Background: an optimization exercise with open tools, aiming at small area. Do not read the settings as production practice. In this exercise RTL edits were held to simulation tests only and were not proved equivalent to the original. No activity file was given, so power comes from the tool's default toggle rates.

--- design/flow/design.v ---
module calc_logic(
   input clk,
   input rst,
   input [4:0] keycode,
   input newkey,
   output [15:0] Xdisplay,
   output LED_NEG_digit,
   output LED_OVW
   );
   reg [17:0] X, Y;
   reg [1:0] OP;
   assign Xdisplay = X[15:0];
   assign LED_OVW = X[16];
   assign LED_NEG_digit = X[17];
   wire digit  = newkey & keycode[4];
   wire optr   = newkey & (keycode[4:2] == 3'b010);
   wire clra   = newkey & (keycode == 5'b00100);
   wire equals = newkey & (keycode == 5'b00011);
   wire sqr    = newkey & (keycode == 5'b00001);
   wire chs    = newkey & (keycode == 5'b00010);
   wire eq_add = equals & (OP == 2'b11);
   wire eq_sub = equals & (OP == 2'b10);
   wire eq_mul = equals & (OP == 2'b01);
   wire hold   = ~newkey | (keycode == 5'b00000) | (keycode == 5'b00101) |
                 (keycode == 5'b00110) | (keycode == 5'b00111) |
                 (keycode == 5'b01101) | (keycode == 5'b01110) |
                 (keycode == 5'b01111) | (equals & (OP == 2'b00));
   wire ysel   = eq_add | eq_sub;
   wire c_one  = hold | eq_add | eq_sub | chs;    
   wire c_neg  = eq_sub | chs;                    
   wire [8:0] one, two, neg;
   wire one2_top;
   wire [3:0] C = ({4{ysel}} & Y[3:0]) | ({4{digit}} & keycode[3:0]);
   wire [17:0] B = ({18{sqr}} & X) | ({18{eq_mul}} & Y);
   wire [8:0] e_one, e_two, e_neg;
   calc_benc u_enc (.b(B), .one(e_one), .two(e_two), .neg(e_neg));
   assign one = e_one | {6'b0, digit, 1'b0, c_one};
   assign two = e_two;
   assign neg = e_neg | {8'b0, c_neg};
   assign one2_top = e_one[2];
   wire [17:0] nX = ~X;
   wire [8:0] onen = ~one, twon = ~two;
   wire one2_topn = ~one2_top;
   wire p1, sl2, cn3, p4, sl5, p6, sl7, p8, sl9, p10, sl11, p12, sl13, p14, sl15, p16, sl17, p18, sl19, p20, sl21, p22, sl23, p24, sl25, p26, sl27, p28, sl29, p30, sl31, p32, sl33, p34, sl35, p36, sl37, p38, sl39, cn40, m41, m42, p43, sl44, p45, p46, p47, p48, p49, p50, p51, p52, p53, p54, p55, p56, p57, p58, p59, sl60, cn61, p62, sl63, p64, sl65, p66, sl67, p68, sl69, p70, sl71, p72, sl73, p74, sl75, p76, sl77, p78, sl79, p80, sl81, p82, sl83, p84, sl85, p86, sl87, p88, sl89, cn90, p91, sl92, p93, sl94, p95, sl96, p97, sl98, p99, sl100, p101, sl102, p103, sl104, p105, sl106, p107, sl108, p109, sl110, p111, sl112, p113, sl114, cn115, p116, sl117, p118, sl119, p120, sl121, p122, sl123, p124, sl125, p126, sl127, p128, sl129, p130, sl131, p132, sl133, p134, sl135, cn136, p137, sl138, p139, sl140, p141, sl142, p143, sl144, p145, sl146, p147, sl148, p149, sl150, p151, sl152, cn153, p154, sl155, p156, sl157, p158, sl159, p160, sl161, p162, sl163, p164, sl165, cn166, p167, sl168, p169, sl170, p171, sl172, p173, sl174, cn175, p176, sl177, x178, s179, c180, s181, c182, s183, c184, s185, c186, s187, c188, s189, c190, s191, c192, s193, c194, s195, c196, s197, c198, s199, c200, s201, c202, x203, x204, x205, s206, c207, s208, c209, s210, c211, s212, c213, s214, c215, s216, c217, s218, c219, s220, c221, s222, c223, s224, c225, s226, c227, s228, c229, s230, c231, s232, c233, s234, c235, s236, c237, s238, c239, s240, c241, x242, x243, s244, c245, s246, c247, s248, c249, s250, c251, s252, c253, s254, c255, s256, c257, s258, c259, s260, c261, s262, c263, s264, c265, s266, c267, x268, s269, c270, s271, c272, s273, c274, s275, c276, s277, c278, s279, c280, s281, c282, s283, c284, s285, c286, s287, c288, s289, c290, s291, c292, s293, c294, s295, c296, s297, c298, s299, c300, x301, s302, c303, s304, c305, s306, c307, s308, c309, s310, c311, s312, c313, s314, c315, s316, c317, s318, c319, s320, c321, s322, c323, s324, c325, s326, c327, s328, c329, s330, c331, s332, c333, s334, c335, x336, g337, g338, q339, g340, q341, g342, q343, g344, q345, g346, g347, q348, g349, g350, g351, g352, g353, g354, g355, x356, x357, x358, x359, x360, x361, x362, x363, x364, x365;
   calc_nor2 u_bs0_0 (.a(onen[0]), .b(nX[0]), .y(sl2));
   assign cn3 = neg[0] & ~sl2;
   calc_o22ai u_bs1_0 (.a1(onen[0]), .a2(nX[1]), .b1(twon[0]), .b2(nX[0]), .y(sl5));
   assign p4 = sl5 ^ neg[0];
   calc_o22ai u_bs2_0 (.a1(onen[0]), .a2(nX[2]), .b1(twon[0]), .b2(nX[1]), .y(sl7));
   assign p6 = sl7 ^ neg[0];
   calc_o22ai u_bs3_0 (.a1(onen[0]), .a2(nX[3]), .b1(twon[0]), .b2(nX[2]), .y(sl9));
   assign p8 = sl9 ^ neg[0];
   calc_o22ai u_bs4_0 (.a1(onen[0]), .a2(nX[4]), .b1(twon[0]), .b2(nX[3]), .y(sl11));
   assign p10 = sl11 ^ neg[0];
   calc_o22ai u_bs5_0 (.a1(onen[0]), .a2(nX[5]), .b1(twon[0]), .b2(nX[4]), .y(sl13));
   assign p12 = sl13 ^ neg[0];
   calc_o22ai u_bs6_0 (.a1(onen[0]), .a2(nX[6]), .b1(twon[0]), .b2(nX[5]), .y(sl15));
   assign p14 = sl15 ^ neg[0];
   calc_o22ai u_bs7_0 (.a1(onen[0]), .a2(nX[7]), .b1(twon[0]), .b2(nX[6]), .y(sl17));
   assign p16 = sl17 ^ neg[0];
   calc_o22ai u_bs8_0 (.a1(onen[0]), .a2(nX[8]), .b1(twon[0]), .b2(nX[7]), .y(sl19));
   assign p18 = sl19 ^ neg[0];
   calc_o22ai u_bs9_0 (.a1(onen[0]), .a2(nX[9]), .b1(twon[0]), .b2(nX[8]), .y(sl21));
   assign p20 = sl21 ^ neg[0];
   calc_o22ai u_bs10_0 (.a1(onen[0]), .a2(nX[10]), .b1(twon[0]), .b2(nX[9]), .y(sl23));
   assign p22 = sl23 ^ neg[0];
   calc_o22ai u_bs11_0 (.a1(onen[0]), .a2(nX[11]), .b1(twon[0]), .b2(nX[10]), .y(sl25));
   assign p24 = sl25 ^ neg[0];
   calc_o22ai u_bs12_0 (.a1(onen[0]), .a2(nX[12]), .b1(twon[0]), .b2(nX[11]), .y(sl27));
   assign p26 = sl27 ^ neg[0];
   calc_o22ai u_bs13_0 (.a1(onen[0]), .a2(nX[13]), .b1(twon[0]), .b2(nX[12]), .y(sl29));
   assign p28 = sl29 ^ neg[0];
   calc_o22ai u_bs14_0 (.a1(onen[0]), .a2(nX[14]), .b1(twon[0]), .b2(nX[13]), .y(sl31));
   assign p30 = sl31 ^ neg[0];
   calc_o22ai u_bs15_0 (.a1(onen[0]), .a2(nX[15]), .b1(twon[0]), .b2(nX[14]), .y(sl33));
   assign p32 = sl33 ^ neg[0];
   calc_o22ai u_bs16_0 (.a1(onen[0]), .a2(nX[16]), .b1(twon[0]), .b2(nX[15]), .y(sl35));
   assign p34 = sl35 ^ neg[0];
   calc_o22ai u_bs17_0 (.a1(onen[0]), .a2(nX[17]), .b1(twon[0]), .b2(nX[16]), .y(sl37));
   assign p36 = sl37 ^ neg[0];
   calc_nor2 u_bs2_1 (.a(onen[1]), .b(nX[0]), .y(sl39));
   assign cn40 = neg[1] & ~sl39;
   assign m41 = sl39 | C[2];
   assign m42 = cn40 | C[3];
   calc_o22ai u_bs3_1 (.a1(onen[1]), .a2(nX[1]), .b1(twon[1]), .b2(nX[0]), .y(sl44));
   assign p43 = sl44 ^ neg[1];
   calc_bsel3 u_bs4_1 (.one(one[1]), .two(two[1]), .neg(neg[1]), .ys(ysel), .x1(X[2]), .x2(X[1]), .y(Y[4]), .p(p45));
   calc_bsel3 u_bs5_1 (.one(one[1]), .two(two[1]), .neg(neg[1]), .ys(ysel), .x1(X[3]), .x2(X[2]), .y(Y[5]), .p(p46));
   calc_bsel3 u_bs6_1 (.one(one[1]), .two(two[1]), .neg(neg[1]), .ys(ysel), .x1(X[4]), .x2(X[3]), .y(Y[6]), .p(p47));
   calc_bsel3 u_bs7_1 (.one(one[1]), .two(two[1]), .neg(neg[1]), .ys(ysel), .x1(X[5]), .x2(X[4]), .y(Y[7]), .p(p48));
   calc_bsel3 u_bs8_1 (.one(one[1]), .two(two[1]), .neg(neg[1]), .ys(ysel), .x1(X[6]), .x2(X[5]), .y(Y[8]), .p(p49));
   calc_bsel3 u_bs9_1 (.one(one[1]), .two(two[1]), .neg(neg[1]), .ys(ysel), .x1(X[7]), .x2(X[6]), .y(Y[9]), .p(p50));
   calc_bsel3 u_bs10_1 (.one(one[1]), .two(two[1]), .neg(neg[1]), .ys(ysel), .x1(X[8]), .x2(X[7]), .y(Y[10]), .p(p51));
   calc_bsel3 u_bs11_1 (.one(one[1]), .two(two[1]), .neg(neg[1]), .ys(ysel), .x1(X[9]), .x2(X[8]), .y(Y[11]), .p(p52));
   calc_bsel3 u_bs12_1 (.one(one[1]), .two(two[1]), .neg(neg[1]), .ys(ysel), .x1(X[10]), .x2(X[9]), .y(Y[12]), .p(p53));
   calc_bsel3 u_bs13_1 (.one(one[1]), .two(two[1]), .neg(neg[1]), .ys(ysel), .x1(X[11]), .x2(X[10]), .y(Y[13]), .p(p54));
   calc_bsel3 u_bs14_1 (.one(one[1]), .two(two[1]), .neg(neg[1]), .ys(ysel), .x1(X[12]), .x2(X[11]), .y(Y[14]), .p(p55));
   calc_bsel3 u_bs15_1 (.one(one[1]), .two(two[1]), .neg(neg[1]), .ys(ysel), .x1(X[13]), .x2(X[12]), .y(Y[15]), .p(p56));
   calc_bsel3 u_bs16_1 (.one(one[1]), .two(two[1]), .neg(neg[1]), .ys(ysel), .x1(X[14]), .x2(X[13]), .y(Y[16]), .p(p57));
   calc_bsel3 u_bs17_1 (.one(one[1]), .two(two[1]), .neg(neg[1]), .ys(ysel), .x1(X[15]), .x2(X[14]), .y(Y[17]), .p(p58));
   calc_nor2 u_bs4_2 (.a(onen[2]), .b(nX[0]), .y(sl60));
   assign cn61 = neg[2] & ~sl60;
   calc_o22ai u_bs5_2 (.a1(onen[2]), .a2(nX[1]), .b1(twon[2]), .b2(nX[0]), .y(sl63));
   assign p62 = sl63 ^ neg[2];
   calc_o22ai u_bs6_2 (.a1(onen[2]), .a2(nX[2]), .b1(twon[2]), .b2(nX[1]), .y(sl65));
   assign p64 = sl65 ^ neg[2];
   calc_o22ai u_bs7_2 (.a1(onen[2]), .a2(nX[3]), .b1(twon[2]), .b2(nX[2]), .y(sl67));
   assign p66 = sl67 ^ neg[2];
   calc_o22ai u_bs8_2 (.a1(onen[2]), .a2(nX[4]), .b1(twon[2]), .b2(nX[3]), .y(sl69));
   assign p68 = sl69 ^ neg[2];
   calc_o22ai u_bs9_2 (.a1(onen[2]), .a2(nX[5]), .b1(twon[2]), .b2(nX[4]), .y(sl71));
   assign p70 = sl71 ^ neg[2];
   calc_o22ai u_bs10_2 (.a1(onen[2]), .a2(nX[6]), .b1(twon[2]), .b2(nX[5]), .y(sl73));
   assign p72 = sl73 ^ neg[2];
   calc_o22ai u_bs11_2 (.a1(onen[2]), .a2(nX[7]), .b1(twon[2]), .b2(nX[6]), .y(sl75));
   assign p74 = sl75 ^ neg[2];
   calc_o22ai u_bs12_2 (.a1(onen[2]), .a2(nX[8]), .b1(twon[2]), .b2(nX[7]), .y(sl77));
   assign p76 = sl77 ^ neg[2];
   calc_o22ai u_bs13_2 (.a1(onen[2]), .a2(nX[9]), .b1(twon[2]), .b2(nX[8]), .y(sl79));
   assign p78 = sl79 ^ neg[2];
   calc_o22ai u_bs14_2 (.a1(onen[2]), .a2(nX[10]), .b1(twon[2]), .b2(nX[9]), .y(sl81));
   assign p80 = sl81 ^ neg[2];
   calc_o22ai u_bs15_2 (.a1(onen[2]), .a2(nX[11]), .b1(twon[2]), .b2(nX[10]), .y(sl83));
   assign p82 = sl83 ^ neg[2];
   calc_o22ai u_bs16_2 (.a1(onen[2]), .a2(nX[12]), .b1(twon[2]), .b2(nX[11]), .y(sl85));
   assign p84 = sl85 ^ neg[2];
   calc_o22ai u_bs17_2 (.a1(one2_topn), .a2(nX[13]), .b1(twon[2]), .b2(nX[12]), .y(sl87));
   assign p86 = sl87 ^ neg[2];
   calc_nor2 u_bs6_3 (.a(onen[3]), .b(nX[0]), .y(sl89));
   assign cn90 = neg[3] & ~sl89;
   calc_o22ai u_bs7_3 (.a1(onen[3]), .a2(nX[1]), .b1(twon[3]), .b2(nX[0]), .y(sl92));
   assign p91 = sl92 ^ neg[3];
   calc_o22ai u_bs8_3 (.a1(onen[3]), .a2(nX[2]), .b1(twon[3]), .b2(nX[1]), .y(sl94));
   assign p93 = sl94 ^ neg[3];
   calc_o22ai u_bs9_3 (.a1(onen[3]), .a2(nX[3]), .b1(twon[3]), .b2(nX[2]), .y(sl96));
   assign p95 = sl96 ^ neg[3];
   calc_o22ai u_bs10_3 (.a1(onen[3]), .a2(nX[4]), .b1(twon[3]), .b2(nX[3]), .y(sl98));
   assign p97 = sl98 ^ neg[3];
   calc_o22ai u_bs11_3 (.a1(onen[3]), .a2(nX[5]), .b1(twon[3]), .b2(nX[4]), .y(sl100));
   assign p99 = sl100 ^ neg[3];
   calc_o22ai u_bs12_3 (.a1(onen[3]), .a2(nX[6]), .b1(twon[3]), .b2(nX[5]), .y(sl102));
   assign p101 = sl102 ^ neg[3];
   calc_o22ai u_bs13_3 (.a1(onen[3]), .a2(nX[7]), .b1(twon[3]), .b2(nX[6]), .y(sl104));
   assign p103 = sl104 ^ neg[3];
   calc_o22ai u_bs14_3 (.a1(onen[3]), .a2(nX[8]), .b1(twon[3]), .b2(nX[7]), .y(sl106));
   assign p105 = sl106 ^ neg[3];
   calc_o22ai u_bs15_3 (.a1(onen[3]), .a2(nX[9]), .b1(twon[3]), .b2(nX[8]), .y(sl108));
   assign p107 = sl108 ^ neg[3];
   calc_o22ai u_bs16_3 (.a1(onen[3]), .a2(nX[10]), .b1(twon[3]), .b2(nX[9]), .y(sl110));
   assign p109 = sl110 ^ neg[3];
   calc_o22ai u_bs17_3 (.a1(onen[3]), .a2(nX[11]), .b1(twon[3]), .b2(nX[10]), .y(sl112));
   assign p111 = sl112 ^ neg[3];
   calc_nor2 u_bs8_4 (.a(onen[4]), .b(nX[0]), .y(sl114));
   assign cn115 = neg[4] & ~sl114;
   calc_o22ai u_bs9_4 (.a1(onen[4]), .a2(nX[1]), .b1(twon[4]), .b2(nX[0]), .y(sl117));
   assign p116 = sl117 ^ neg[4];
   calc_o22ai u_bs10_4 (.a1(onen[4]), .a2(nX[2]), .b1(twon[4]), .b2(nX[1]), .y(sl119));
   assign p118 = sl119 ^ neg[4];
   calc_o22ai u_bs11_4 (.a1(onen[4]), .a2(nX[3]), .b1(twon[4]), .b2(nX[2]), .y(sl121));
   assign p120 = sl121 ^ neg[4];
   calc_o22ai u_bs12_4 (.a1(onen[4]), .a2(nX[4]), .b1(twon[4]), .b2(nX[3]), .y(sl123));
   assign p122 = sl123 ^ neg[4];
   calc_o22ai u_bs13_4 (.a1(onen[4]), .a2(nX[5]), .b1(twon[4]), .b2(nX[4]), .y(sl125));
   assign p124 = sl125 ^ neg[4];
   calc_o22ai u_bs14_4 (.a1(onen[4]), .a2(nX[6]), .b1(twon[4]), .b2(nX[5]), .y(sl127));
   assign p126 = sl127 ^ neg[4];
   calc_o22ai u_bs15_4 (.a1(onen[4]), .a2(nX[7]), .b1(twon[4]), .b2(nX[6]), .y(sl129));
   assign p128 = sl129 ^ neg[4];
   calc_o22ai u_bs16_4 (.a1(onen[4]), .a2(nX[8]), .b1(twon[4]), .b2(nX[7]), .y(sl131));
   assign p130 = sl131 ^ neg[4];
   calc_o22ai u_bs17_4 (.a1(onen[4]), .a2(nX[9]), .b1(twon[4]), .b2(nX[8]), .y(sl133));
   assign p132 = sl133 ^ neg[4];
   calc_nor2 u_bs10_5 (.a(onen[5]), .b(nX[0]), .y(sl135));
   assign cn136 = neg[5] & ~sl135;
   calc_o22ai u_bs11_5 (.a1(onen[5]), .a2(nX[1]), .b1(twon[5]), .b2(nX[0]), .y(sl138));
   assign p137 = sl138 ^ neg[5];
   calc_o22ai u_bs12_5 (.a1(onen[5]), .a2(nX[2]), .b1(twon[5]), .b2(nX[1]), .y(sl140));
   assign p139 = sl140 ^ neg[5];
   calc_o22ai u_bs13_5 (.a1(onen[5]), .a2(nX[3]), .b1(twon[5]), .b2(nX[2]), .y(sl142));
   assign p141 = sl142 ^ neg[5];
   calc_o22ai u_bs14_5 (.a1(onen[5]), .a2(nX[4]), .b1(twon[5]), .b2(nX[3]), .y(sl144));
   assign p143 = sl144 ^ neg[5];
   calc_o22ai u_bs15_5 (.a1(onen[5]), .a2(nX[5]), .b1(twon[5]), .b2(nX[4]), .y(sl146));
   assign p145 = sl146 ^ neg[5];
   calc_o22ai u_bs16_5 (.a1(onen[5]), .a2(nX[6]), .b1(twon[5]), .b2(nX[5]), .y(sl148));
   assign p147 = sl148 ^ neg[5];
   calc_o22ai u_bs17_5 (.a1(onen[5]), .a2(nX[7]), .b1(twon[5]), .b2(nX[6]), .y(sl150));
   assign p149 = sl150 ^ neg[5];
   calc_nor2 u_bs12_6 (.a(onen[6]), .b(nX[0]), .y(sl152));
   assign cn153 = neg[6] & ~sl152;
   calc_o22ai u_bs13_6 (.a1(onen[6]), .a2(nX[1]), .b1(twon[6]), .b2(nX[0]), .y(sl155));
   assign p154 = sl155 ^ neg[6];
   calc_o22ai u_bs14_6 (.a1(onen[6]), .a2(nX[2]), .b1(twon[6]), .b2(nX[1]), .y(sl157));
   assign p156 = sl157 ^ neg[6];
   calc_o22ai u_bs15_6 (.a1(onen[6]), .a2(nX[3]), .b1(twon[6]), .b2(nX[2]), .y(sl159));
   assign p158 = sl159 ^ neg[6];
   calc_o22ai u_bs16_6 (.a1(onen[6]), .a2(nX[4]), .b1(twon[6]), .b2(nX[3]), .y(sl161));
   assign p160 = sl161 ^ neg[6];
   calc_o22ai u_bs17_6 (.a1(onen[6]), .a2(nX[5]), .b1(twon[6]), .b2(nX[4]), .y(sl163));
   assign p162 = sl163 ^ neg[6];
   calc_nor2 u_bs14_7 (.a(onen[7]), .b(nX[0]), .y(sl165));
   assign cn166 = neg[7] & ~sl165;
   calc_o22ai u_bs15_7 (.a1(onen[7]), .a2(nX[1]), .b1(twon[7]), .b2(nX[0]), .y(sl168));
   assign p167 = sl168 ^ neg[7];
   calc_o22ai u_bs16_7 (.a1(onen[7]), .a2(nX[2]), .b1(twon[7]), .b2(nX[1]), .y(sl170));
   assign p169 = sl170 ^ neg[7];
   calc_o22ai u_bs17_7 (.a1(onen[7]), .a2(nX[3]), .b1(twon[7]), .b2(nX[2]), .y(sl172));
   assign p171 = sl172 ^ neg[7];
   calc_nor2 u_bs16_8 (.a(onen[8]), .b(nX[0]), .y(sl174));
   assign cn175 = neg[8] & ~sl174;
   calc_o22ai u_bs17_8 (.a1(onen[8]), .a2(nX[1]), .b1(twon[8]), .b2(nX[0]), .y(sl177));
   assign p176 = sl177 ^ neg[8];
   assign x178 = p36 ^ p58;
   calc_ha u_ha1 (.a(p24), .b(p52), .s(s179), .co(c180));
   calc_fa u_fa2 (.a(p26), .b(p53), .c(p76), .s(s181), .co(c182));
   calc_fa u_fa3 (.a(p28), .b(p54), .c(p78), .s(s183), .co(c184));
   calc_ha u_ha4 (.a(p103), .b(p124), .s(s185), .co(c186));
   calc_fa u_fa5 (.a(p30), .b(p55), .c(p80), .s(s187), .co(c188));
   calc_fa u_fa6 (.a(p105), .b(p126), .c(p143), .s(s189), .co(c190));
   calc_fa u_fa7 (.a(p32), .b(p56), .c(p82), .s(s191), .co(c192));
   calc_fa u_fa8 (.a(p107), .b(p128), .c(p145), .s(s193), .co(c194));
   calc_ha u_ha9 (.a(p158), .b(cn166), .s(s195), .co(c196));
   calc_fa u_fa10 (.a(p34), .b(p57), .c(p84), .s(s197), .co(c198));
   calc_fa u_fa11 (.a(p109), .b(p130), .c(p147), .s(s199), .co(c200));
   calc_fa u_fa12 (.a(p160), .b(p169), .c(sl174), .s(s201), .co(c202));
   assign x203 = p86 ^ p111 ^ p132;
   assign x204 = p149 ^ p162 ^ p171;
   assign x205 = cn175 ^ p176 ^ x178;
   calc_ha u_ha13 (.a(p16), .b(p48), .s(s206), .co(c207));
   calc_fa u_fa14 (.a(p18), .b(p49), .c(p68), .s(s208), .co(c209));
   calc_fa u_fa15 (.a(p20), .b(p50), .c(p70), .s(s210), .co(c211));
   calc_ha u_ha16 (.a(p95), .b(cn115), .s(s212), .co(c213));
   calc_fa u_fa17 (.a(p22), .b(p51), .c(p72), .s(s214), .co(c215));
   calc_fa u_fa18 (.a(p97), .b(p118), .c(sl135), .s(s216), .co(c217));
   calc_fa u_fa19 (.a(p74), .b(p99), .c(p120), .s(s218), .co(c219));
   calc_fa u_fa20 (.a(cn136), .b(p137), .c(s179), .s(s220), .co(c221));
   calc_fa u_fa21 (.a(p101), .b(p122), .c(p139), .s(s222), .co(c223));
   calc_fa u_fa22 (.a(sl152), .b(c180), .c(s181), .s(s224), .co(c225));
   calc_fa u_fa23 (.a(p141), .b(cn153), .c(p154), .s(s226), .co(c227));
   calc_fa u_fa24 (.a(s185), .b(c182), .c(s183), .s(s228), .co(c229));
   calc_fa u_fa25 (.a(p156), .b(sl165), .c(c186), .s(s230), .co(c231));
   calc_fa u_fa26 (.a(c184), .b(s187), .c(s189), .s(s232), .co(c233));
   calc_fa u_fa27 (.a(p167), .b(s195), .c(c188), .s(s234), .co(c235));
   calc_fa u_fa28 (.a(c190), .b(s191), .c(s193), .s(s236), .co(c237));
   calc_fa u_fa29 (.a(c196), .b(c192), .c(c194), .s(s238), .co(c239));
   calc_fa u_fa30 (.a(s197), .b(s199), .c(s201), .s(s240), .co(c241));
   assign x242 = c198 ^ c200 ^ c202;
   assign x243 = x203 ^ x204 ^ x205;
   calc_ha u_ha31 (.a(p12), .b(p46), .s(s244), .co(c245));
   calc_fa u_fa32 (.a(p14), .b(p47), .c(p64), .s(s246), .co(c247));
   calc_fa u_fa33 (.a(p66), .b(cn90), .c(p91), .s(s248), .co(c249));
   calc_fa u_fa34 (.a(p93), .b(sl114), .c(c207), .s(s250), .co(c251));
   calc_fa u_fa35 (.a(p116), .b(s212), .c(c209), .s(s252), .co(c253));
   calc_fa u_fa36 (.a(c213), .b(c211), .c(s214), .s(s254), .co(c255));
   calc_fa u_fa37 (.a(c215), .b(c217), .c(s218), .s(s256), .co(c257));
   calc_fa u_fa38 (.a(c219), .b(s222), .c(c221), .s(s258), .co(c259));
   calc_fa u_fa39 (.a(c223), .b(s226), .c(c225), .s(s260), .co(c261));
   calc_fa u_fa40 (.a(c227), .b(s230), .c(c229), .s(s262), .co(c263));
   calc_fa u_fa41 (.a(c231), .b(s234), .c(c233), .s(s264), .co(c265));
   calc_fa u_fa42 (.a(c235), .b(s238), .c(c237), .s(s266), .co(c267));
   assign x268 = c239 ^ x242 ^ c241;
   calc_ha u_ha43 (.a(C[1]), .b(cn3), .s(s269), .co(c270));
   calc_ha u_ha44 (.a(p6), .b(m41), .s(s271), .co(c272));
   calc_fa u_fa45 (.a(p8), .b(m42), .c(p43), .s(s273), .co(c274));
   calc_fa u_fa46 (.a(p10), .b(p45), .c(sl60), .s(s275), .co(c276));
   calc_fa u_fa47 (.a(cn61), .b(p62), .c(s244), .s(s277), .co(c278));
   calc_fa u_fa48 (.a(sl89), .b(c245), .c(s246), .s(s279), .co(c280));
   calc_fa u_fa49 (.a(s206), .b(c247), .c(s248), .s(s281), .co(c282));
   calc_fa u_fa50 (.a(c249), .b(s208), .c(s250), .s(s283), .co(c284));
   calc_fa u_fa51 (.a(s210), .b(c251), .c(s252), .s(s285), .co(c286));
   calc_fa u_fa52 (.a(s216), .b(c253), .c(s254), .s(s287), .co(c288));
   calc_fa u_fa53 (.a(s220), .b(c255), .c(s256), .s(s289), .co(c290));
   calc_fa u_fa54 (.a(c257), .b(s224), .c(s258), .s(s291), .co(c292));
   calc_fa u_fa55 (.a(s228), .b(c259), .c(s260), .s(s293), .co(c294));
   calc_fa u_fa56 (.a(s232), .b(c261), .c(s262), .s(s295), .co(c296));
   calc_fa u_fa57 (.a(s236), .b(c263), .c(s264), .s(s297), .co(c298));
   calc_fa u_fa58 (.a(s240), .b(c265), .c(s266), .s(s299), .co(c300));
   assign x301 = x243 ^ c267 ^ x268;
   calc_ha u_ha59 (.a(C[0]), .b(sl2), .s(s302), .co(c303));
   calc_fa u_fa60 (.a(p4), .b(s269), .c(c303), .s(s304), .co(c305));
   calc_fa u_fa61 (.a(c270), .b(s271), .c(c305), .s(s306), .co(c307));
   calc_fa u_fa62 (.a(c272), .b(s273), .c(c307), .s(s308), .co(c309));
   calc_fa u_fa63 (.a(c274), .b(s275), .c(c309), .s(s310), .co(c311));
   calc_fa u_fa64 (.a(c276), .b(s277), .c(c311), .s(s312), .co(c313));
   calc_fa u_fa65 (.a(c278), .b(s279), .c(c313), .s(s314), .co(c315));
   calc_fa u_fa66 (.a(c280), .b(s281), .c(c315), .s(s316), .co(c317));
   calc_ha u_ha67 (.a(c282), .b(s283), .s(s318), .co(c319));
   calc_ha u_ha68 (.a(c284), .b(s285), .s(s320), .co(c321));
   calc_ha u_ha69 (.a(c286), .b(s287), .s(s322), .co(c323));
   calc_ha u_ha70 (.a(c288), .b(s289), .s(s324), .co(c325));
   calc_ha u_ha71 (.a(c290), .b(s291), .s(s326), .co(c327));
   calc_ha u_ha72 (.a(c292), .b(s293), .s(s328), .co(c329));
   calc_ha u_ha73 (.a(c294), .b(s295), .s(s330), .co(c331));
   calc_ha u_ha74 (.a(c296), .b(s297), .s(s332), .co(c333));
   calc_ha u_ha75 (.a(c298), .b(s299), .s(s334), .co(c335));
   assign x336 = c300 ^ x301;
   assign g337 = c319 | (s318 & c317);
   assign g338 = c323 | (s322 & c321);
   assign q339 = s322 & s320;
   assign g340 = c327 | (s326 & c325);
   assign q341 = s326 & s324;
   assign g342 = c331 | (s330 & c329);
   assign q343 = s330 & s328;
   assign g344 = c335 | (s334 & c333);
   assign q345 = s334 & s332;
   assign g346 = g338 | (q339 & g337);
   assign g347 = g342 | (q343 & g340);
   assign q348 = q343 & q341;
   assign g349 = g347 | (q348 & g346);
   assign g350 = g340 | (q341 & g346);
   assign g351 = g344 | (q345 & g349);
   assign g352 = c321 | (s320 & g337);
   assign g353 = c325 | (s324 & g346);
   assign g354 = c329 | (s328 & g350);
   assign g355 = c333 | (s332 & g349);
   assign x356 = s318 ^ c317;
   assign x357 = s320 ^ g337;
   assign x358 = s322 ^ g352;
   assign x359 = s324 ^ g346;
   assign x360 = s326 ^ g353;
   assign x361 = s328 ^ g350;
   assign x362 = s330 ^ g354;
   assign x363 = s332 ^ g349;
   assign x364 = s334 ^ g355;
   assign x365 = x336 ^ g351;
   wire [17:0] nextX = {x365, x364, x363, x362, x361, x360, x359, x358, x357, x356, s316, s314, s312, s310, s308, s306, s304, s302};
   always @(posedge clk or posedge rst)
      if (rst) begin
         X <= 18'b0;
         OP <= 2'b0;
      end else begin
         X <= nextX;
         if (optr | clra) OP <= clra ? 2'b00 : keycode[1:0];
      end
   always @(posedge clk)
      if (optr) Y <= X;
endmodule
module calc_benc(input [17:0] b, output [8:0] one, output [8:0] two, output [8:0] neg);
   wire [18:0] bb = {b, 1'b0};
   genvar j;
   generate for (j = 0; j < 9; j = j + 1) begin : g_enc
      assign one[j] = bb[2*j+1] ^ bb[2*j];
      assign two[j] = (bb[2*j+2] & ~bb[2*j+1] & ~bb[2*j]) | (~bb[2*j+2] & bb[2*j+1] & bb[2*j]);
      assign neg[j] = bb[2*j+2];
   end endgenerate
endmodule
module calc_fa(input a, input b, input c, output s, output co);
   assign s = a ^ b ^ c;
   assign co = (a & b) | (a & c) | (b & c);
endmodule
module calc_ha(input a, input b, output s, output co);
   assign s = a ^ b;
   assign co = a & b;
endmodule
module calc_bsel(input one, input two, input neg, input x1, input x2, output p);
   assign p = ((one & x1) | (two & x2)) ^ neg;
endmodule
module calc_nor2(input a, input b, output y);
   assign y = ~(a | b);
endmodule
module calc_o22ai(input a1, input a2, input b1, input b2, output y);
   assign y = ~((a1 | a2) & (b1 | b2));
endmodule
module calc_ao22n(input a1, input b1, input a2, input b2, output y);
   assign y = ~((a1 & b1) | (a2 & b2));
endmodule
module calc_bsel3(input one, input two, input neg, input ys, input x1, input x2, input y, output p);
   assign p = ((one & x1) | (two & x2) | (ys & y)) ^ neg;
endmodule
--- design/flow/flow/run.sh ---
#!/bin/bash
# Standard ORFS layout (the standard.sh, standard synthesis unchanged) with two
# layout-only tweaks: plain buf_1 port buffers and no CTS dummy loads.
set -euo pipefail
bash standard.sh \
  "BUFFER_PORTS_ARGS=-buffer_cell sky130_fd_sc_hd__buf_1" \
  "CTS_ARGS=-sink_clustering_enable -repair_clock_nets -buf_list sky130_fd_sc_hd__clkbuf_8 -dont_use_dummy_load" \
  finish > flow_make.log 2>&1
--- design/flow/standard.sh ---
#!/bin/bash
# synth_recipe.tcl (not shown) runs the flow's synth.tcl, then flattens the netlist and writes it again
# the make line also repeats each setting of config.mk as NAME=value (left out here)
make -C /OpenROAD-flow-scripts/flow DESIGN_CONFIG=/design/flow/config.mk WORK_HOME=/design/flow/orfs CLKGATE_MAP_FILE= SYNTH_SCRIPT=/design/flow/synth_recipe.tcl "${@:-finish}"
--- design/flow/config.mk ---
export PLATFORM = sky130hd
export DESIGN_NAME = calc_logic
export DESIGN_NICKNAME = calc_logic
export VERILOG_FILES = /design/flow/design.v
export SDC_FILE = /design/flow/constraint.sdc
export NUM_CORES = 4
export LEC_CHECK = 0
export CAP_MARGIN = 0
export CORE_MARGIN = 2
export CORE_UTILIZATION = 40
export SLEW_MARGIN = 0
export SYNTH_HIERARCHICAL = 1
export SYNTH_MINIMUM_KEEP_SIZE = 0
--- design/flow/constraint.sdc ---
create_clock -name core_clock -period 8.0 [get_ports {clk}]
set_input_delay 1.6000 -clock core_clock [delete_from_list [all_inputs] [get_ports {clk}]]
set_output_delay 1.6000 -clock core_clock [all_outputs]
set_load 0.01 [all_outputs]
==> impl_metrics.tcl, run 1 <==
set metrics [dict create \
    startpoint_type "input pin" \
    grtUsageMet3_pct 5.126 \
    synthCells 480 \
    max-slew-margin-rel_pct 35.81 \
    wl_microns 13950 \
    grt_antenna_before_repair 0 \
    drive_above_1_share_pct 5.952 \
    h-tree-depth 2 \
    mostFrequentLayoutCells "69 x sky130_fd_sc_hd__o22ai_1, 57 x sky130_fd_sc_hd__fa_1, 54 x sky130_fd_sc_hd__xnor2_1, 53 x sky130_fd_sc_hd__xor2_1, 38 x sky130_fd_sc_hd__inv_1" \
    outcome "no timing/DRC/antenna violations" \
    clock_sinks 38 \
    pin_count 26 \
    syn_nets 568 \
    ys.warnings.count 7 \
    power_per_cell_area_mw_per_mm2 187.6 \
    cts.reportedPaths.clkPinSlew_ns 0.08 \
    cts_inserted_buffers 5 \
    synth_seq_cells 38 \
    via_count 3945 \
    routed_wire_length_per_instance_microns 20.76 \
    tritoncts "done" \
    clockRootBuffer "sky130_fd_sc_hd__clkbuf_8" \
    design_area_sq_mm 0.005356 \
    grt_remaining_overflow 0 \
    total_power_uw 1005 \
    post_cts.repair.setup_buffers 0 \
    grt_pass1_wl_microns 22560 \
    die_y_microns 115.9 \
    cp_data_arrival_time_ns 7.78 \
    worst_slew_pin_slew_ns 0.9618 \
    final-max-slew-violation-count 0 \
    die-width_microns 115.9 \
    globalRouteTotalUtil_pct 22.16 \
    fill_cells 1187 \
    syn_to_final_growth_pct 6.972 \
    postPlaceCellArea_sq_mm 0.005280 \
    min_period_ns 7.570 \
    synth.avg_cell_area_sq_um 10.43 \
    cap_viol_max_count 0 \
    skew_pair_late_insertion_delay_ns 0.29 \
    use_met1_pct 31.37 \
    mappedNetlistArea_sq_mm 0.005007 \
    globalplace.congestion 0.8766 \
    final_antenna_net_count 0 \
    cts-resized-gates 0 \
    die_area_sq_mm 0.01343 \
    clock_tree.buffer_depth 2 \
    hold_viol_final 0 \
    min_period_over_period_pct 94.63 \
    leakage_uw 0.002502 \
    detail_route.vias_per_cell 5.871 \
    cts_hold_buffers 0 \
    core_sq_mm 0.01211 \
    start_util_pct 41.34 \
    skew_ns 0.005828 \
    met2_resource_use_gr_pct 34.58 \
    timing.hold.worst.class "register to register" \
    worstPathMaxFanout 10 \
    final_nets 594 \
    mostFrequentLayoutCell "sky130_fd_sc_hd__o22ai_1" \
    numPortBuffers 25 \
    remaining_drc_errors 0 \
    critPathKind "input pin to register" \
    proportion_of_synthesized_chip_area_in_sequential_cells_pct 20.79 \
    antenna_cells 0 \
    drt_first_iter_violations 407 \
    power.ir.vdd_worst_mv 0.1019 \
    worst_hold_stages 0 \
    synthDistinctLibCells 40 \
    first_pass_iters 8 \
    critical_path_required_ns 8.21 \
    grt_pass1_vias 4034 \
    detailed_place_hpwl_microns 10440 \
    worst-r2r-cell-count 26 \
    placementRows 40 \
    critical_path.endpoint_type "register" \
    fmax_mhz 132.1 \
    grt_most_used_layer "met2" \
    grt_max_degree 21 \
    setup-violations-final 0 \
]
## synth_stat cells
master | count | area [sq um]
sky130_fd_sc_hd__a31oi_1 | 1 | 6.260
sky130_fd_sc_hd__buf_1 | 1 | 3.750
sky130_fd_sc_hd__fa_1 | 57 | 1141
sky130_fd_sc_hd__xnor2_2 | 1 | 16.27
sky130_fd_sc_hd__or2_2 | 1 | 6.260
sky130_fd_sc_hd__xor2_1 | 53 | 464.2
sky130_fd_sc_hd__a31o_2 | 1 | 8.760
sky130_fd_sc_hd__a21o_1 | 1 | 7.510
sky130_fd_sc_hd__nor2_2 | 1 | 6.260
sky130_fd_sc_hd__ha_1 | 23 | 287.8
sky130_fd_sc_hd__nor2b_1 | 9 | 56.30
sky130_fd_sc_hd__and3_1 | 1 | 6.260
sky130_fd_sc_hd__a22o_1 | 20 | 175.2
sky130_fd_sc_hd__o21a_1 | 3 | 22.52
sky130_fd_sc_hd__o22ai_1 | 69 | 431.7
sky130_fd_sc_hd__nand2b_4 | 1 | 13.76
sky130_fd_sc_hd__xor2_2 | 1 | 16.27
sky130_fd_sc_hd__nor3_1 | 1 | 5.000
sky130_fd_sc_hd__buf_6 | 2 | 22.52
sky130_fd_sc_hd__a222oi_1 | 14 | 140.1
sky130_fd_sc_hd__a21oi_1 | 3 | 15.01
sky130_fd_sc_hd__nor4b_1 | 1 | 8.760
sky130_fd_sc_hd__xnor2_1 | 54 | 473.0
sky130_fd_sc_hd__a221o_1 | 2 | 20.02
sky130_fd_sc_hd__nor2_1 | 24 | 90.09
sky130_fd_sc_hd__clkbuf_1 | 2 | 7.510
sky130_fd_sc_hd__buf_2 | 3 | 15.01
sky130_fd_sc_hd__o21ai_1 | 7 | 35.03
sky130_fd_sc_hd__nor4b_4 | 1 | 23.77
sky130_fd_sc_hd__and2_1 | 1 | 6.260
sky130_fd_sc_hd__nand2_1 | 4 | 15.01
sky130_fd_sc_hd__buf_4 | 14 | 105.1
sky130_fd_sc_hd__inv_1 | 38 | 142.6
sky130_fd_sc_hd__nand2b_1 | 11 | 68.82
sky130_fd_sc_hd__or4_1 | 1 | 7.510
sky130_fd_sc_hd__a21boi_0 | 1 | 7.510
sky130_fd_sc_hd__nand3b_1 | 7 | 52.55
sky130_fd_sc_hd__dfrtp_1 | 20 | 500.5
sky130_fd_sc_hd__o21ai_0 | 7 | 35.03
sky130_fd_sc_hd__edfxtp_1 | 18 | 540.5
## logic make-up after synthesis
logic type,count (synthesis),share of synthesized area [%]
AOI/OAI and AO/OA,129,18.07
xor gates and xnor gates,109,19.37
adders and majority gates,80,28.54
and+or+nand+nor,64,7.322
buffers and inverters,60,5.922
DFF,38,20.79
## stage by stage
stage	setup TNS [ns]	util (%)	hold WS, ns	worst slack, ns	std cells
4_1_cts	0	44.16	0.5327	0.3942	671
2_1_floorplan	0	-	0.4949	0.05556	480
3_5_place_dp	0	43.60	0.5107	0.1026	666
3_3_place_gp	0	43.60	0.5167	0.2727	666
5_1_grt	-0.009896	44.23	0.5379	-0.009896	672
6_report	0	44.23	0.5250	0.4299	672
## per-layer routing
layer / wire (microns) / share of wire (%)
met4: 259 / 1.9
met3: 1291 / 9.3
met5: 0 / 0
met2: 6414 / 46
met1: 5989 / 43
## area by class of cell
class | count | area, sq um | share of cell area [%]
multi-input cells | 382 | 3680 | 68.70
flip-flops and latches | 38 | 1041 | 19.43
repair buffers | 41 | 214.0 | 3.994
well taps | 168 | 210.2 | 3.924
inverters | 38 | 142.6 | 2.663
clock buffers | 5 | 68.82 | 1.285
## state kept, by name, indices dropped and copies added (netlist names)
name and count:
X 18, Y 18, OP 2
## worst paths after layout
| kind | from | endpoint | slack, ns |
|---|---|---|---|
| max in group asynchronous | rst | X[5] | 5.92 |
| setup / recovery | keycode[1] | X[16] | 0.43 |
| hold / removal | X[0] | Y[0] | 0.53 |
| hold reg to reg | X[0] | Y[0] | 0.53 |
| setup reg to reg | OP[1] | X[16] | 1.72 |
| min in group asynchronous | rst | X[17] | 1.50 |
## Yosys stat by module, one instance, submodules excluded
module	area, sq um	times used	flops+latches
calc_o22ai	6.256	67	0
calc_ha	12.51	18	0
calc_logic	2626	1	38
calc_bsel3	18.77	14	0
calc_fa	20.02	57	0
calc_benc	299.0	1	0
calc_nor2	3.754	9	0
## where the power goes
| group | leakage, uW | total (uW) | internal (uW) | switching (uW) |
|---|---|---|---|---|
| sequential | 0.000418 | 353 | 261 | 92.0 |
| combinational | 0.00205 | 524 | 204 | 320 |
| clock | 0.0000359 | 128 | 56.5 | 71.8 |
## critical path: stages
cell	delay, ns
sky130_fd_sc_hd__buf_1	0.24
sky130_fd_sc_hd__nor4b_4	0.30
sky130_fd_sc_hd__nand2_1	0.12
sky130_fd_sc_hd__nor2_2	0.21
sky130_fd_sc_hd__a22o_1	0.30
sky130_fd_sc_hd__nor2b_1	0.16
sky130_fd_sc_hd__inv_1	0.16
sky130_fd_sc_hd__o22ai_1	0.18
sky130_fd_sc_hd__xnor2_1	0.14
sky130_fd_sc_hd__fa_1	0.45
sky130_fd_sc_hd__fa_1	0.39
sky130_fd_sc_hd__fa_1	0.38
sky130_fd_sc_hd__fa_1	0.39
sky130_fd_sc_hd__fa_1	0.40
sky130_fd_sc_hd__fa_1	0.39
sky130_fd_sc_hd__fa_1	0.39
sky130_fd_sc_hd__ha_1	0.22
sky130_fd_sc_hd__o21a_1	0.18
sky130_fd_sc_hd__o21ai_0	0.14
sky130_fd_sc_hd__nand2b_1	0.12
sky130_fd_sc_hd__a31o_2	0.29
sky130_fd_sc_hd__nor2_1	0.08
sky130_fd_sc_hd__o21ai_0	0.09
sky130_fd_sc_hd__ha_1	0.20
sky130_fd_sc_hd__nor2_1	0.14
sky130_fd_sc_hd__xnor2_1	0.13
==> run 2: changes to the inputs <==
--- a/design/flow/config.mk
+++ b/design/flow/config.mk
@@ -5,9 +5,10 @@
 export SDC_FILE = /design/flow/constraint.sdc
 export NUM_CORES = 4
 export LEC_CHECK = 0
-export CAP_MARGIN = 0
+export CAP_MARGIN = 20
 export CORE_MARGIN = 2
 export CORE_UTILIZATION = 40
-export SLEW_MARGIN = 0
+export GPL_TIMING_DRIVEN = 0
+export SLEW_MARGIN = 20
 export SYNTH_HIERARCHICAL = 1
 export SYNTH_MINIMUM_KEEP_SIZE = 0
==> run 2 against run 1 <==
Compared with the run above: still clean; sequential cell count did not move; synthesized cell count did not move; utilization rose by 1.7 points; sequential share of layout area decreased by 0.74 points; synthesized area did not move; total power is 2.9% lower; design area is 3.9% higher; final cell count is 2.4% higher; first-iteration DRC count grew 7.9%; die area unchanged; clock skew increased by 0.014 ns; via count increased by 1.4%; critical path type unchanged; largest power group unchanged.
==> impl_metrics.tcl, run 2 <==
set metrics [dict create \
    power_per_cell_area_mw_per_mm2 175.3 \
    remaining_drc_errors 0 \
    synthTopCellsByCount "69 x sky130_fd_sc_hd__o22ai_1, 57 x sky130_fd_sc_hd__fa_1, 54 x sky130_fd_sc_hd__xnor2_1, 53 x sky130_fd_sc_hd__xor2_1, 38 x sky130_fd_sc_hd__inv_1" \
    hold_viol_final 0 \
    drive_above_1_share_pct 10.38 \
    final_antenna_net_count 0 \
    globalRouteTotalUtil_pct 21.81 \
    fmax_mhz 130.8 \
    power.sequential.fraction_pct 35.2 \
    switching_portion_of_total_power_pct 47.12 \
    wl_microns 13530 \
    critical_path_required_ns 8.22 \
    proportion_of_synthesized_chip_area_in_sequential_cells_pct 20.79 \
    cap_viol_max_count 0 \
    synth_top_cell_area_share_pct 22.79 \
    synthFlopType "sky130_fd_sc_hd__dfrtp_1" \
    grt_pass1_vias 4072 \
    grt_remaining_overflow 0 \
    clock_sinks 38 \
    via_count 4000 \
    grt_max_degree 21 \
    power_switching_uw 459.8 \
    total_power_uw 975.8 \
    min_period_over_period_pct 95.59 \
    worstPathMaxFanout 18 \
    mostFrequentLayoutCells "68 x sky130_fd_sc_hd__o22ai_1, 57 x sky130_fd_sc_hd__fa_1, 54 x sky130_fd_sc_hd__xnor2_1, 52 x sky130_fd_sc_hd__xor2_1, 36 x sky130_fd_sc_hd__inv_1" \
    h-tree-depth 2 \
    cp.buffers_inverters 4 \
    outcome "no timing/DRC/antenna violations" \
    min_period_ns 7.647 \
    start_util_pct 41.34 \
    intPower_uw 516.0 \
    post_route_utilization_pct 45.97 \
    rrSetupSlack_ns 1.59 \
    clockRootBuffer "sky130_fd_sc_hd__clkbuf_8" \
    globalplace.congestion 0.9102 \
    startpoint_type "input pin" \
    critPathKind "input pin to register" \
    die_y_microns 115.9 \
    critical-path-top-delay-family "adder cells" \
    core_sq_mm 0.01211 \
    postSynth.asyncResetShare_pct 52.63 \
    endpoint_of_the_worst_slack_reg_to_reg_timing_path "X[16]" \
    worst_path_largest_cell_delay_ns 0.41 \
    ff_latch_area_sq_mm 0.001041 \
    setup-violations-final 0 \
    placementRows 40 \
    synthDistinctLibCells 40 \
    pin_count 26 \
    hold_path.startpoint "X[0]" \
    mappedNetlistArea_sq_mm 0.005007 \
    cp_data_arrival_time_ns 7.86 \
    grt_antenna_before_repair 0 \
    cts_inserted_buffers 5 \
    syn_to_final_growth_pct 11.19 \
    yosys.area.top_type "sky130_fd_sc_hd__fa_1" \
    ys.warnings.count 7 \
    critical_path.endpoint_type "register" \
    final_nets 610 \
    grt_pass1_wl_microns 22200 \
    detailed_place_hpwl_microns 10180 \
    worst_hold_stages 0 \
    fill_cells 1200 \
    die-width_microns 115.9 \
    setup_repair_after_global_routing_missed_its_margin "false" \
    multi_input_area_sq_mm 0.003739 \
    antenna_cells 0 \
    netlist_top_cells_area "sky130_fd_sc_hd__fa_1 23%, sky130_fd_sc_hd__edfxtp_1 11%, sky130_fd_sc_hd__dfrtp_1 10%, sky130_fd_sc_hd__xnor2_1 9.4%, sky130_fd_sc_hd__xor2_1 9.3%" \
    skew_pair_late_insertion_delay_ns 0.31 \
    drt_first_iter_violations 439 \
    syn_nets 568 \
    combPwrFrac_pct 52.0 \
    final-max-slew-violation-count 0 \
    synth-edff-count 18 \
    clock_tree.buffer_depth 2 \
    die_area_sq_mm 0.01343 \
    max-slew-margin-rel_pct 33.51 \
    worst_slew_pin_slew_ns 0.9937 \
    layout_top_registers "X: 18 flops, Y: 18 flops, OP: 2 flops" \
    power.ir.vdd_worst_mv 0.1170 \
    share_clk_of_total_power_pct 12.8 \
    worst_r2r_startpoint "OP[1]" \
    leakage_uw 0.002610 \
    skew_ns 0.01986 \
    tritoncts "done" \
    final_cells 688 \
    dp.cells 675 \
    routed_wire_length_per_instance_microns 19.67 \
    end_point_of_the_most_critical_hold_path "Y[0]" \
    worst-r2r-cell-count 28 \
    postLayoutSetupSlackWorst_ns 0.3529 \
    dp_worst_setup_slack_ns -0.9636 \
    synthCells 480 \
    critical_path.slowest_cell "sky130_fd_sc_hd__fa_1" \
    cts.reportedPaths.clkPinSlew_ns 0.08 \
    synth_seq_cells 38 \
    detail_route.vias_per_cell 5.814 \
    numPortBuffers 24 \
    timing.hold.worst.class "register to register" \
    mostFrequentLayoutCell "sky130_fd_sc_hd__o22ai_1" \
    synth.most_common_cell "sky130_fd_sc_hd__o22ai_1" \
    synth.avg_cell_area_sq_um 10.43 \
    crit_path_frequent_cell "sky130_fd_sc_hd__fa_1" \
    first_pass_iters 5 \
]
run 2: worst register-to-register path, delay by kind of cell, from the launching register on:
family	cells	cell delay [ns]
AO/OA/AOI/OAI	5	0.95
XOR/XNOR	1	0.14
adder cells (fa/ha/maj)	10	3.39
buffers and inverters	4	0.49
flip-flops	1	0.36
AND/OR/NAND/NOR	8	0.96
run 2: stage by stage:
stage	hold slack [ns]	area, sq um	TNS [ns]
floorplan	0.4949	5014	0
global placement	0.4911	5314	-5.921
detailed placement	0.5039	5361	-5.156
CTS	0.5249	5512	0
global route	0.5560	5568	0
finish	0.5185	5568	0
run 2: area by class of cell:
cell class,count,area share [%]
flip-flops and latches,38,18.70
plain buffers,21,2.809
repair buffers,36,3.708
clock buffers,5,1.236
multi-input cells,382,67.15
well taps,168,3.775
inverters,38,2.629
run 2: metal layers:
layer / global-route usage, % / routed length (microns)
met1: 32.04 / 6223
met2: 34.35 / 6197
met3: 3.033 / 904
met4: 5.000 / 206
met5: 0 / 0
run 2: cell families (layout without fill, tap and decap cells):
logic type | Yosys count | after routing | synth area share (%)
DFF | 38 | 38 | 20.79
xor gates and xnor gates | 109 | 109 | 19.37
AOI/OAI and AO/OA | 129 | 129 | 18.07
and+or+nand+nor | 64 | 64 | 7.322
buffers and inverters | 60 | 100 | 5.922
adders and majority gates | 80 | 80 | 28.54
run 2: power groups by stage:
stage          logic [uW]  registers (uW)  clock network (uW)
5_1_grt               573             348                 137
4_1_cts               509             341                 129
3_3_place_gp          489             343                   0
2_1_floorplan         343             327                   0
3_5_place_dp          500             343                   0
6_report              507             344                 125
run 2: Yosys stat by module, one instance, submodules excluded:
module      cells  times used  cell area, sq um  flops+latches
calc_bsel3      2          14             18.77              0
calc_ha         1          18             12.51              0
calc_benc      43           1             299.0              0
calc_fa         1          57             20.02              0
calc_o22ai      1          67             6.256              0
calc_logic    258           1              2626             38
calc_nor2       1           9             3.754              0
run 2: what timing repair did:
| item | 4_1_cts | 5_1_grt |
|---|---|---|
| gates resized for setup | 9 | 8 |
| buffers inserted | 5 | 4 |
| endpoints found under the hold margin | 0 | 0 |
| hold buffers | 0 | 0 |
| endpoints found under the setup margin | 7 | 3 |
| pin swaps | 3 | 2 |
run 2: how the worst max path moves through the flow:
| stage | from | cells past startpoint | to |
|---|---|---|---|
| after floorplan | keycode[4] | 27 | X[16] |
| after global placement | keycode[3] | 27 | X[16] |
| after detailed placement | keycode[3] | 27 | X[16] |
| after CTS | keycode[2] | 29 | X[16] |
| after global routing | keycode[4] | 28 | X[16] |
| final | keycode[4] | 28 | X[16] |
==> run 3: changes to the inputs <==
==> design/flow/flow/run.sh (replaced) <==
#!/bin/bash
# Standard ORFS layout (the standard.sh, standard synthesis unchanged) with two
# layout-only tweaks: plain buf_1 port buffers and no CTS dummy loads.
set -euo pipefail
bash standard.sh \
  "BUFFER_PORTS_ARGS=-buffer_cell sky130_fd_sc_hd__buf_1" \
  "CTS_ARGS=-sink_clustering_enable -repair_clock_nets -buf_list sky130_fd_sc_hd__clkbuf_8 -dont_use_dummy_load -sink_clustering_size 20 -sink_clustering_max_diameter 300" \
  finish > flow_make.log 2>&1
--- a/design/flow/config.mk
+++ b/design/flow/config.mk
@@ -8,7 +8,6 @@
 export CAP_MARGIN = 20
 export CORE_MARGIN = 2
 export CORE_UTILIZATION = 40
-export GPL_TIMING_DRIVEN = 0
 export SLEW_MARGIN = 20
 export SYNTH_HIERARCHICAL = 1
 export SYNTH_MINIMUM_KEEP_SIZE = 0
==> run 3 against run 2 <==
Compared with the run above: worst hold slack better by 0.0065 ns; register-to-register slack gained 0.11 ns; synthesized cell count is the same; non-clock buffer count is 15 lower; via count decreased by 1.2%; sequential power up 2%.
==> impl_metrics.tcl, run 3 <==
set metrics [dict create \
    worstPathMaxFanout 10 \
    globalRouteTotalUtil_pct 22.16 \
    placementRows 40 \
    proportion_of_synthesized_chip_area_in_sequential_cells_pct 20.79 \
    dp.cells 666 \
    power.sequential.fraction_pct 35.1 \
    leakage_uw 0.002515 \
    cp_data_arrival_time_ns 7.80 \
    critical_path_required_ns 8.21 \
    via_count 3954 \
    clock_sinks 38 \
    cap_viol_max_count 0 \
    synthTopCellsByCount "69 x sky130_fd_sc_hd__o22ai_1, 57 x sky130_fd_sc_hd__fa_1, 54 x sky130_fd_sc_hd__xnor2_1, 53 x sky130_fd_sc_hd__xor2_1, 38 x sky130_fd_sc_hd__inv_1" \
    syn_nets 568 \
    globalplace.congestion 0.8766 \
    final_cells 673 \
    die-width_microns 115.9 \
    grt_pass1_vias 4034 \
    grt_antenna_before_repair 0 \
    critPathKind "input pin to register" \
    clock_tree.buffer_depth 2 \
    synthFlopType "sky130_fd_sc_hd__dfrtp_1" \
    clockRootBuffer "sky130_fd_sc_hd__clkbuf_8" \
    fill_cells 1181 \
    antenna_cells 0 \
    final_antenna_net_count 0 \
    worst_path_largest_cell_delay_ns 0.45 \
    netlist_top_cells_area "sky130_fd_sc_hd__fa_1 23%, sky130_fd_sc_hd__edfxtp_1 11%, sky130_fd_sc_hd__dfrtp_1 10%, sky130_fd_sc_hd__xnor2_1 9.4%, sky130_fd_sc_hd__xor2_1 9.3%" \
    synth-edff-count 18 \
    skew_ns 0.009596 \
    cts_inserted_buffers 5 \
    remaining_drc_errors 0 \
    detailed_place_hpwl_microns 10440 \
    synth_seq_cells 38 \
    pin_count 26 \
    min_period_over_period_pct 94.91 \
    core_sq_mm 0.01211 \
    routed_wire_length_per_instance_microns 20.78 \
    final_nets 595 \
    grt_most_used_layer "met2" \
    drt_first_iter_violations 415 \
    grt_remaining_overflow 0 \
    timing.hold.worst.class "register to register" \
    combPwrFrac_pct 52.2 \
    syn_to_final_growth_pct 7.521 \
    postSynth.asyncResetShare_pct 52.63 \
    synth.avg_cell_area_sq_um 10.43 \
    mappedNetlistArea_sq_mm 0.005007 \
    critical_path.endpoint_type "register" \
    layout_top_registers "X: 18 flops, Y: 18 flops, OP: 2 flops" \
    hold_viol_final 0 \
    max-slew-margin-rel_pct 38.47 \
    tritoncts "done" \
    share_clk_of_total_power_pct 12.7 \
    setup-violations-final 0 \
    switching_portion_of_total_power_pct 47.99 \
    die_area_sq_mm 0.01343 \
    mostFrequentLayoutCell "sky130_fd_sc_hd__o22ai_1" \
    min_period_ns 7.593 \
    met2_resource_use_gr_pct 34.58 \
    yosys.area.top_type "sky130_fd_sc_hd__fa_1" \
    post_route_utilization_pct 44.45 \
    first_pass_iters 6 \
    power.ir.vdd_worst_mv 0.1012 \
    synth_top_cell_area_share_pct 22.79 \
    critical_path.slowest_cell "sky130_fd_sc_hd__fa_1" \
    grt_max_degree 21 \
    drive_above_1_share_pct 6.139 \
    outcome "no timing/DRC/antenna violations" \
    detail_route.vias_per_cell 5.875 \
    numPortBuffers 25 \
    synth.most_common_cell "sky130_fd_sc_hd__o22ai_1" \
    wl_microns 13990 \
    intPower_uw 521.8 \
    final.hold.worst_slack_ns 0.5250 \
    h-tree-depth 2 \
    synthCells 480 \
    final-max-slew-violation-count 0 \
    cts.reportedPaths.clkPinSlew_ns 0.08 \
    crit_path_frequent_cell "sky130_fd_sc_hd__fa_1" \
    startpoint_type "input pin" \
    cts_hold_buffers 0 \
    start_util_pct 41.34 \
    synthDistinctLibCells 40 \
    grtUsageMet3_pct 5.126 \
    fmax_mhz 131.7 \
    power_switching_uw 481.4 \
    worst_slew_pin_slew_ns 0.9196 \
    skew_pair_late_insertion_delay_ns 0.29 \
    grt_pass1_wl_microns 22560 \
    die_y_microns 115.9 \
    ys.warnings.count 7 \
    use_met1_pct 31.37 \
    mostFrequentLayoutCells "69 x sky130_fd_sc_hd__o22ai_1, 57 x sky130_fd_sc_hd__fa_1, 54 x sky130_fd_sc_hd__xnor2_1, 53 x sky130_fd_sc_hd__xor2_1, 38 x sky130_fd_sc_hd__inv_1" \
    power_per_cell_area_mw_per_mm2 186.3 \
]
## run 3: repair_timing
item,4_1_cts,5_1_grt
endpoints found under the hold margin,0,0
gates resized for setup,0,0
setup endpoints to repair,0,1
setup buffers,0,1
## run 3: per-layer routing
metal  routed length, microns  vias up
met1                     6018     1968
met3                     1257       26
li1                         -     1767
met5                        0        -
met2                     6417      193
met4                      293        0
## run 3: final timing paths
| path | slack [ns] | start | cells after the start | end |
|---|---|---|---|---|
| hold reg to reg | 0.52 | X[0] | 0 | Y[0] |
| setup / recovery | 0.41 | keycode[1] | 26 | X[16] |
| hold / removal | 0.52 | X[0] | 0 | Y[0] |
| setup reg to reg | 1.70 | OP[1] | 26 | X[16] |
| max in group asynchronous | 6.30 | rst | 3 | X[5] |
| min in group asynchronous | 1.28 | rst | 2 | X[13] |
## run 3: modules after synthesis, one instance, submodules excluded
module | times used | cell area (sq um)
calc_bsel3 | 14 | 18.77
calc_logic | 1 | 2626
calc_benc | 1 | 299.0
calc_fa | 57 | 20.02
calc_nor2 | 9 | 3.754
calc_ha | 18 | 12.51
calc_o22ai | 67 | 6.256
## run 3: stage by stage
stage | total power [uW] | area (sq um) | TNS [ns] | worst slack, ns
after floorplan | 669.8 | 5014 | 0 | 0.05556
after global placement | 862.2 | 5280 | 0 | 0.2727
after detailed placement | 864.3 | 5280 | 0 | 0.1026
after CTS | 1007 | 5349 | 0 | 0.3942
after global routing | 1081 | 5384 | -0.009896 | -0.009896
final | 1003 | 5384 | 0 | 0.4073
## run 3: critical path, delay by kind of cell
family          cells  cell delay (ns)
buf+inv             2             0.40
xor+xnor            2             0.27
compound gates      6             1.17
simple gates        7             1.12
fa+ha+maj           9             3.22
## run 3: layout make-up
cell class | instances | area, sq um | area share, %
Timing Repair Buffer | 42 | 241.5 | 4.485
Multi-Input combinational cell | 382 | 3680 | 68.35
Clock buffer | 5 | 68.82 | 1.278
Tap cell | 168 | 210.2 | 3.904
Sequential cell | 38 | 1041 | 19.34
Inverter | 38 | 142.6 | 2.649
## run 3: kinds of logic (layout without fill, tap and decap cells)
group	after synthesis	in the layout	synth area share [%]
and+or+nand+nor	64	64	7.322
buffers and inverters	60	85	5.922
adders and majority gates	80	80	28.54
AOI/OAI and AO/OA	129	129	18.07
DFF	38	38	20.79
xor gates and xnor gates	109	109	19.37
## run 3: power groups by stage
| stage | logic (uW) | registers (uW) | clock network (uW) |
|---|---|---|---|
| global placement | 510 | 352 | 0 |
| floorplan | 343 | 327 | 0 |
| detailed placement | 511 | 354 | 0 |
| finish | 524 | 352 | 127 |
| CTS | 522 | 350 | 134 |
| global route | 581 | 357 | 142 |
==> run 4: changes to the inputs <==
==> design/flow/flow/run.sh (replaced) <==
#!/bin/bash
# Standard ORFS layout (the standard.sh, standard synthesis unchanged) with two
# layout-only tweaks: plain buf_1 port buffers and no CTS dummy loads.
set -euo pipefail
bash standard.sh \
  "BUFFER_PORTS_ARGS=-buffer_cell sky130_fd_sc_hd__buf_1" \
  "CTS_ARGS=-sink_clustering_enable -repair_clock_nets -buf_list sky130_fd_sc_hd__clkbuf_16 -dont_use_dummy_load -sink_clustering_size 40 -sink_clustering_max_diameter 500" \
  finish > flow_make.log 2>&1
==> run 4 against run 3 <==
Compared with the run above: sequential share of layout area fell by 0.20 points; final cell count did not move; sequential power barely moved; setup slack improved by 0.015 ns; synthesized area did not move; register-to-register slack improved by 0.03 ns.
==> impl_metrics.tcl, run 4 <==
set metrics [dict create \
    outcome "no timing/DRC/antenna violations" \
    final-max-slew-violation-count 0 \
    cap_viol_max_count 0 \
    routed_wire_length_per_instance_microns 20.59 \
    worst_r2r_startpoint "OP[1]" \
    die-width_microns 115.9 \
    met3RoutedLength_microns 1426 \
    routedLengthMet1_microns 5869 \
    final_nets 595 \
    clock_tree.buffer_depth 2 \
    pin_count 26 \
    die_y_microns 115.9 \
    grt_antenna_before_repair 0 \
    synth_seq_cells 38 \
    post_cts.repair.setup_buffers 0 \
    proportion_of_synthesized_chip_area_in_sequential_cells_pct 20.79 \
    startpoint_type "input pin" \
    skew_pair_late_insertion_delay_ns 0.28 \
    remaining_drc_errors 0 \
    antenna_cells 0 \
    synth_top_cell_area_share_pct 22.79 \
    power.ir.vdd_worst_mv 0.1016 \
    netlist_top_cells_area "sky130_fd_sc_hd__fa_1 23%, sky130_fd_sc_hd__edfxtp_1 11%, sky130_fd_sc_hd__dfrtp_1 10%, sky130_fd_sc_hd__xnor2_1 9.4%, sky130_fd_sc_hd__xor2_1 9.3%" \
    endpoint_of_the_worst_slack_reg_to_reg_timing_path "X[16]" \
    syn_nets 568 \
    tns_ns 0 \
    fill_cells 1173 \
    layout_top_registers "X: 18 flops, Y: 18 flops, OP: 2 flops" \
    yosys.area.top_type "sky130_fd_sc_hd__fa_1" \
    drive_above_1_share_pct 6.139 \
    numPortBuffers 25 \
    cts-resized-gates 0 \
    mostFrequentLayoutCells "69 x sky130_fd_sc_hd__o22ai_1, 57 x sky130_fd_sc_hd__fa_1, 54 x sky130_fd_sc_hd__xnor2_1, 53 x sky130_fd_sc_hd__xor2_1, 38 x sky130_fd_sc_hd__inv_1" \
    synthTopCellsByCount "69 x sky130_fd_sc_hd__o22ai_1, 57 x sky130_fd_sc_hd__fa_1, 54 x sky130_fd_sc_hd__xnor2_1, 53 x sky130_fd_sc_hd__xor2_1, 38 x sky130_fd_sc_hd__inv_1" \
    critPathKind "input pin to register" \
    worst-r2r-cell-count 26 \
    final_antenna_net_count 0 \
    dp.cells 666 \
    cts_inserted_buffers 5 \
    synth.most_common_cell "sky130_fd_sc_hd__o22ai_1" \
    synth-edff-count 18 \
    worst_slew_pin_slew_ns 0.9419 \
    min_period_over_period_pct 94.72 \
    max-slew-margin-rel_pct 36.97 \
    cts.reportedPaths.clkPinSlew_ns 0.06 \
    synthDistinctLibCells 40 \
    postSynth.asyncResetShare_pct 52.63 \
    detail_route.vias_per_cell 5.848 \
    critPathCapture "X[16]" \
    leakage_uw 0.002541 \
    fmax_mhz 132.0 \
    grt_pass1_vias 4025 \
    worstPathMaxFanout 10 \
    wl_met2_microns 6322 \
    drt_first_iter_violations 427 \
    cts_hold_buffers 0 \
    synthFlopType "sky130_fd_sc_hd__dfrtp_1" \
    hold_viol_final 0 \
    start_util_pct 41.34 \
    ys.warnings.count 7 \
    syn_to_final_growth_pct 8.646 \
    globalRouteTotalUtil_pct 22.19 \
    grt_remaining_overflow 0 \
    grt_max_degree 21 \
    h-tree-depth 2 \
    postLayoutSetupSlackWorst_ns 0.4220 \
    die_area_sq_mm 0.01343 \
    mostFrequentLayoutCell "sky130_fd_sc_hd__o22ai_1" \
    mappedNetlistArea_sq_mm 0.005007 \
    crit_path_start "keycode[1]" \
    route.top_layer_used "met4" \
    timing.hold.worst.class "register to register" \
    min_period_ns 7.578 \
    synth.avg_cell_area_sq_um 10.43 \
    setup-violations-final 0 \
    rrSetupSlack_ns 1.73 \
    synthCells 480 \
    power_per_cell_area_mw_per_mm2 195.7 \
    placementRows 40 \
    detailed_place_hpwl_microns 10440 \
    globalplace.congestion 0.8766 \
    first_pass_iters 6 \
    cp_data_arrival_time_ns 7.78 \
    wl_microns 13860 \
    critical_path.endpoint_type "register" \
    critical_path_required_ns 8.20 \
    dp_worst_setup_slack_ns 0.1026 \
    clockRootBuffer "sky130_fd_sc_hd__clkbuf_16" \
    clock_sinks 38 \
    worst_path_largest_cell_delay_ns 0.45 \
    tritoncts "done" \
    core_sq_mm 0.01211 \
    final_cells 673 \
    grt_pass1_wl_microns 22560 \
    critical_path.slowest_cell "sky130_fd_sc_hd__fa_1" \
    skew_ns 0.004679 \
    crit_path_frequent_cell "sky130_fd_sc_hd__fa_1" \
    via_count 3936 \
]
==> run 4: how the worst min path moves through the flow <==
stage,startpoint,end,depth (start not counted)
after global placement,X[0],Y[0],0
after global routing,X[0],Y[0],0
after detailed placement,X[0],Y[0],0
final,X[0],Y[0],0
after CTS,X[0],Y[0],0
after floorplan,OP[1],OP[1],2
==> run 4: kinds of logic after synthesis <==
logic type | share of synthesized area, %
flip-flops | 20.79
AO/OA/AOI/OAI | 18.07
XOR/XNOR | 19.37
AND/OR/NAND/NOR | 7.322
buffers and inverters | 5.922
adder cells (fa/ha/maj) | 28.54
==> run 4: per-module statistics from Yosys (local to each module, per instance) <==
| module | cells inside | copies in the design | area (sq um) |
|---|---|---|---|
| calc_logic | 258 | 1 | 2626 |
| calc_benc | 43 | 1 | 299.0 |
| calc_nor2 | 1 | 9 | 3.754 |
| calc_o22ai | 1 | 67 | 6.256 |
| calc_fa | 1 | 57 | 20.02 |
| calc_ha | 1 | 18 | 12.51 |
| calc_bsel3 | 2 | 14 | 18.77 |
==> run 4: critical path, delay by kind of cell <==
family          cells  cell delay (ns)
fa+ha+maj           9             3.22
compound gates      6             1.17
simple gates        7             1.14
buf+inv             2             0.40
xor+xnor            2             0.27
==> run 4: routing by layer <==
metal | global-route usage (%) | up-vias
li1 | - | 1771
met4 | 4.603 | 0
met5 | 0 | -
met2 | 34.81 | 204
met1 | 31.54 | 1942
met3 | 5.282 | 19
==> run 4: where the power goes <==
group	total (uW)	internal (uW)	leakage [uW]	switching [uW]
clock network	189	110	0.0000616	78.9
registers	352	261	0.000418	90.5
logic	524	205	0.00206	319
==> run 4: area by class of cell <==
cell class | count | area, sq um | area share, %
multi-input combinational | 382 | 3680 | 67.64
sequential | 38 | 1041 | 19.14
timing repair buffer | 42 | 241.5 | 4.439
tap | 168 | 210.2 | 3.864
inverter | 38 | 142.6 | 2.622
clock buffer | 5 | 125.1 | 2.300
==> run 4: stage by stage <==
step / utilization, % / power [uW] / hold WS (ns) / instance area (sq um)
5_1_grt: 44.92 / 1141 / 0.5312 / 5440
4_1_cts: 44.63 / 1067 / 0.5267 / 5405
6_report: 44.92 / 1065 / 0.5231 / 5440
3_3_place_gp: 43.60 / 862.2 / 0.5167 / 5280
3_5_place_dp: 43.60 / 864.3 / 0.5107 / 5280
2_1_floorplan: - / 669.8 / 0.4949 / 5014

-- what the ideal ports hide --
The results above use ideal ports. As a check the final layouts listed here were re-extracted and re-timed, cells and wires unchanged.
Step 1, drivers: a clkbuf_16 drives clk and a buf_2 each remaining input, both assumed.
Step 2 adds t to the input delays and takes it off the output delays; t is the mean of the earliest and latest rising clock arrival at the registers after step 1. Input paths then give back, and output paths get back, about the clock's delay inside the block.
Three values: ideal, step 1, step 2; two values: the first two.
run	t (ns)	slack for setup (ns)	worst setup path after step 2	worst slew at a driven data input, ns	pins driven straight from the clock port
run 1	0.319	0.430 / 0.437 / 0.118	input to register	0.04	1
run 2	0.330	0.353 / 0.364 / 0.034	input to register	0.03	1
run 3	0.318	0.407 / 0.414 / 0.096	input to register	0.04	1
run 4	0.312	0.422 / 0.432 / 0.120	input to register	0.04	1
After both steps every run listed still meets setup and hold. The setup slack of run 2, which loses most, moves by +0.011 ns with the drivers and by -0.319 ns with both steps.
